This design comes from an exercise in tuning for small area, a short achievable clock period and few clock cycles per item on the open sky130 flow, not from production work.
Only simulation tests tie the RTL to the original design; equivalence was not proved.

// avalon_accel
module avalon_accel(
  input  clk,
  input  reset_n,
  input         avs_write,
  input  [31:0] avs_writedata,
  output [31:0] avs_readdata,
  input  [4:0]  avs_address,
  output        avm_write,
  output        avm_read,
  input         avm_waitrequest,
  output [31:0] avm_writedata,
  input  [31:0] avm_readdata,
  output [31:0] avm_address,
  output  irq
);
Size: ~750 flip-flops, roughly 170 I/O pins, ~0.045 mm² of cells after synthesis.
==> flow/config.mk <==
export PLATFORM = sky130hd
export DESIGN_NAME = avalon_accel
export DESIGN_NICKNAME = avalon_accel
export VERILOG_FILES = /design/flow/design.v
export SDC_FILE = /design/flow/constraint.sdc
export NUM_CORES = 4
export LEC_CHECK = 0
export CAP_MARGIN = 20
export CORE_MARGIN = 2
export CORE_UTILIZATION = 40
export SETUP_SLACK_MARGIN = 1.5
export SLEW_MARGIN = 20
==> flow/constraint.sdc <==
create_clock -name core_clock -period 5.0 [get_ports {clk}]
set_input_delay 1.0000 -clock core_clock [delete_from_list [all_inputs] [get_ports {clk}]]
set_output_delay 1.0000 -clock core_clock [all_outputs]
set_load 0.01 [all_outputs]
run.sh (not shown) runs the stock make flow with config.mk's settings and CLKGATE_MAP_FILE= SYNTH_SCRIPT=/design/flow/synth_recipe.tcl, a recipe that flattens the netlist after the stock synthesis.
Testbench counts at the start, summed over its fixed seeds: cycles 8,822, blocks 799.
Edit:
SETUP_SLACK_MARGIN = 1.8   (was 1.5)
Effect: Clock-buffer cell count falls by 1. First-iteration DRC count goes down by 4.4%. Setup slack improves by 93 ps. Synthesized area is unchanged. Die area stays the same.

---

The RTL this note starts from:
==> flow/design.v <==
module present_rounds (
  input        [63:0]  s0,
  input       [127:0]  k0,
  input        [4:0]   rc,
  output logic [63:0]  s3,
  output logic [127:0] k3,
  output logic [63:0]  ct
);
function automatic [3:0] sbox(input [3:0] x);
  sbox[0] = (~x[0] & ~x[1] &  x[2] & ~x[3]) | (~x[0] &  x[1] &  x[3]) | (~x[0] & ~x[2] &  x[3]) |
            ( x[0] & ~x[1] &  x[2] &  x[3]) | ( x[0] &  x[1] & ~x[3]) | ( x[0] & ~x[2] & ~x[3]);
  sbox[1] = (~x[0] &  x[1] & ~x[2]) | (~x[0] &  x[1] & ~x[3]) | ( x[0] &  x[2] &  x[3]) |
            (~x[1] & ~x[2] &  x[3]) | ( x[1] & ~x[2] & ~x[3]);
  sbox[2] = (~x[0] &  x[1] & ~x[2]) | (~x[0] & ~x[2] & ~x[3]) | ( x[0] & ~x[1] & ~x[2]) |
            ( x[0] &  x[1] &  x[2] & ~x[3]) | (~x[1] &  x[2] &  x[3]);
  sbox[3] = (~x[0] & ~x[1] & ~x[3]) | (~x[0] &  x[2] & ~x[3]) | ( x[0] &  x[1] & ~x[3]) |
            ( x[0] & ~x[2] &  x[3]) | ( x[1] & ~x[2] &  x[3]);
endfunction
function automatic [63:0] round(input [63:0] s, input [63:0] rk);
  logic [63:0] a, b;
  a = s ^ rk;
  for (int i = 0; i < 16; i++)
    b[4*i +: 4] = sbox(a[4*i +: 4]);
  for (int i = 0; i < 63; i++)
    round[(16*i) % 63] = b[i];
  round[63] = b[63];
endfunction
function automatic [127:0] kstep(input [127:0] k, input [4:0] r);
  logic [127:0] t;
  t = {k[66:0], k[127:67]};
  t[127:124] = sbox(t[127:124]);
  t[123:120] = sbox(t[123:120]);
  t[66:62] = t[66:62] ^ r;
  kstep = t;
endfunction
logic [63:0]  s1, s2;
logic [127:0] k1, k2;
always_comb begin
  s1 = round(s0, k0[127:64]);
  k1 = kstep(k0, rc);
  s2 = round(s1, k1[127:64]);
  k2 = kstep(k1, rc + 5'd1);
  s3 = round(s2, k2[127:64]);
  k3 = kstep(k2, rc + 5'd2);
  ct = s1 ^ k1[127:64];
end
endmodule
module avalon_accel(
  input  clk,
  input  reset_n,
  input         avs_write,
  input  [31:0] avs_writedata,
  output [31:0] avs_readdata,
  input  [4:0]  avs_address,
  output        avm_write,
  output        avm_read,
  input         avm_waitrequest,
  output [31:0] avm_writedata,
  input  [31:0] avm_readdata,
  output [31:0] avm_address,
  output  irq
);
logic [31:0] R [0:7];
always_ff @(posedge clk or negedge reset_n)
  if (!reset_n)
    for (int i = 0; i < 8; i++)
      R[i] <= '0;
  else if (avs_write)
    R[avs_address[4:2]] <= avs_writedata;
assign avs_readdata = R[avs_address[4:2]];
wire ctrl_wr = avs_write && (avs_address[4:2] == 3'd7);
localparam [2:0] B_EMPTY = 3'd0, B_PTLO = 3'd1, B_PTFULL = 3'd2, B_CT = 3'd3, B_CTHI = 3'd4;
logic [2:0]  bst;       
logic        job;       
logic        done;      
logic        run;       
logic [4:0]  rc;        
logic [31:0] rrem;      
logic        all_read;  
logic [29:0] rd_addr, wr_addr;
logic [63:0] buff;
logic [63:0] st;
logic [127:0] key;
wire start = ctrl_wr && avs_writedata[0] && !job && !done;
wire clear = ctrl_wr && (avs_writedata == 32'd0);
wire ack     = !avm_waitrequest;
wire rrem_nz = !all_read;
wire rd_lo   = job && (bst == B_EMPTY) && rrem_nz;
wire rd_hi   = (bst == B_PTLO);
wire wr_lo   = (bst == B_CT);
wire wr_hi   = (bst == B_CTHI);
wire rd_req  = rd_lo || rd_hi;
wire wr_req  = wr_lo || wr_hi;
wire rd_done_lo = rd_lo && ack;
wire rd_done_hi = rd_hi && ack;
wire wr_done_hi = wr_hi && ack;
wire [63:0]  s3, ct;
wire [127:0] k3;
present_rounds u_rounds (.s0(st), .k0(key), .rc(rc), .s3(s3), .k3(k3), .ct(ct));
wire cfin     = run && (rc == 5'd31);
wire pt_avail = (bst == B_PTFULL);
wire [63:0] pt = buff;
wire load_pt  = pt_avail && (!run || cfin);
wire no_more  = !rrem_nz && (bst != B_PTFULL);
wire ct_last  = cfin && no_more && (bst == B_EMPTY);
wire ct_to_b  = (cfin && pt_avail) || ct_last;
wire advance  = run && !cfin;
wire irq_set = job && wr_done_hi && !rrem_nz && !run;
always_ff @(posedge clk or negedge reset_n)
  if (!reset_n) begin
    bst  <= B_EMPTY;
    job  <= 1'b0;
    done <= 1'b0;
    run  <= 1'b0;
    all_read <= 1'b0;
  end else begin
    if (start) job <= 1'b1;
    else if (irq_set) job <= 1'b0;
    if (clear) done <= 1'b0;
    else if (irq_set) done <= 1'b1;
    if (start) all_read <= 1'b0;
    else if (rd_done_hi && rrem == 32'd1) all_read <= 1'b1;
    if (load_pt) run <= 1'b1;
    else if (ct_last) run <= 1'b0;
    case (bst)
      B_EMPTY:  if (ct_last) bst <= B_CT;
                else if (rd_done_lo) bst <= B_PTLO;
      B_PTLO:   if (rd_done_hi) bst <= B_PTFULL;
      B_PTFULL: if (load_pt) bst <= cfin ? B_CT : B_EMPTY;
      B_CT:     if (ack) bst <= B_CTHI;
      B_CTHI:   if (ack) bst <= B_EMPTY;
      default:  bst <= B_EMPTY;
    endcase
  end
always_ff @(posedge clk) begin
  if (start) begin
    rd_addr <= R[4][31:2];
    wr_addr <= R[5][31:2];
    rrem    <= R[6];
  end else begin
    if (rd_req && ack) rd_addr <= rd_addr + 30'd1;
    if (wr_req && ack) wr_addr <= wr_addr + 30'd1;
    if (rd_done_hi) rrem <= rrem - 32'd1;
  end
  if (load_pt) begin
    st  <= pt;
    key <= {R[3], R[2], R[1], R[0]};
    rc  <= 5'd1;
  end else if (advance) begin
    st  <= s3;
    key <= k3;
    rc  <= rc + 5'd3;
  end
  if (ct_to_b) buff <= ct;
  else begin
    if (rd_done_lo) buff[31:0] <= avm_readdata;
    if (rd_done_hi) buff[63:32] <= avm_readdata;
  end
end
assign irq           = done || irq_set;
assign avm_read      = rd_req;
assign avm_write     = wr_req;
assign avm_address   = {wr_req ? wr_addr : rd_addr, 2'b00};
assign avm_writedata = wr_hi ? buff[63:32] : buff[31:0];
endmodule
clock: 5.0 ns
lec_check: 0
cap_margin: 20
core_margin: 2
core_utilization: 65
place_density: 0.75
setup_slack_margin: 1.3
slew_margin: 20
The first run ran to the end with no violations.
Testbench counts at the start, summed over its fixed seeds: cycles 10,277, blocks 799.
Next try:
--- a/flow/config.mk
+++ b/flow/config.mk
@@ -10,2 +10 @@
-export CORE_UTILIZATION = 65
-export PLACE_DENSITY = 0.75
+export CORE_UTILIZATION = 40
=> The changed run ran to the end with no violations; routed wire length shrinks by 11%; register-to-register slack gains 90 ps; synthesized area is unchanged.
Next try:
--- a/flow/config.mk
+++ b/flow/config.mk
@@ -7,0 +8 @@
+export ABC_CLOCK_PERIOD_IN_PS = 3300
@@ -11 +12 @@
-export SETUP_SLACK_MARGIN = 1.3
+export SETUP_SLACK_MARGIN = 1.6
Result: The new run finished clean; maximum frequency is higher by 0.85%; critical path depth is higher by 6; wire length is higher by 7.2%.

## port drivers added, routing unchanged
How much do the figures lean on ideal ports? The routed layouts below were timed once more, with nothing changed but the port constraints. Step 1 (the two cells are an assumption about what drives the block):
set clk [get_ports {clk}]
set_driving_cell -lib_cell sky130_fd_sc_hd__clkbuf_16 $clk
set_driving_cell -lib_cell sky130_fd_sc_hd__buf_2 [delete_from_list [all_inputs] $clk]
Step 2 adds t to the input delays and takes it off the output delays; t is the mean of the earliest and latest rising clock arrival at the registers after step 1. Input paths then give back, and output paths get back, about the clock's delay inside the block. Slacks: ideal ports / drivers / drivers and shift; pairs: ideal ports / drivers.
| run | shift t [ns] | setup slack, ns | cell pins on the clock port's net |
|---|---|---|---|
| the first run of note 1 | 0.744 | 1.437 / 1.347 / 1.205 | 1 |
| the second run of note 1 | 0.737 | 1.530 / 1.381 / 1.235 | 1 |
| the first run of note 2 | 0.698 | 0.873 / 0.811 / 0.701 | 1 |
| the second run of note 2 | 0.708 | 1.269 / 1.150 / 1.055 | 1 |
| the third run of note 2 | 0.688 | 1.300 / 1.300 / 1.004 | 1 |
After both steps every run listed still meets setup and hold. The setup slack of the third run of note 2, which loses most, moves by 0.000 ns with the drivers and by -0.296 ns with both steps.
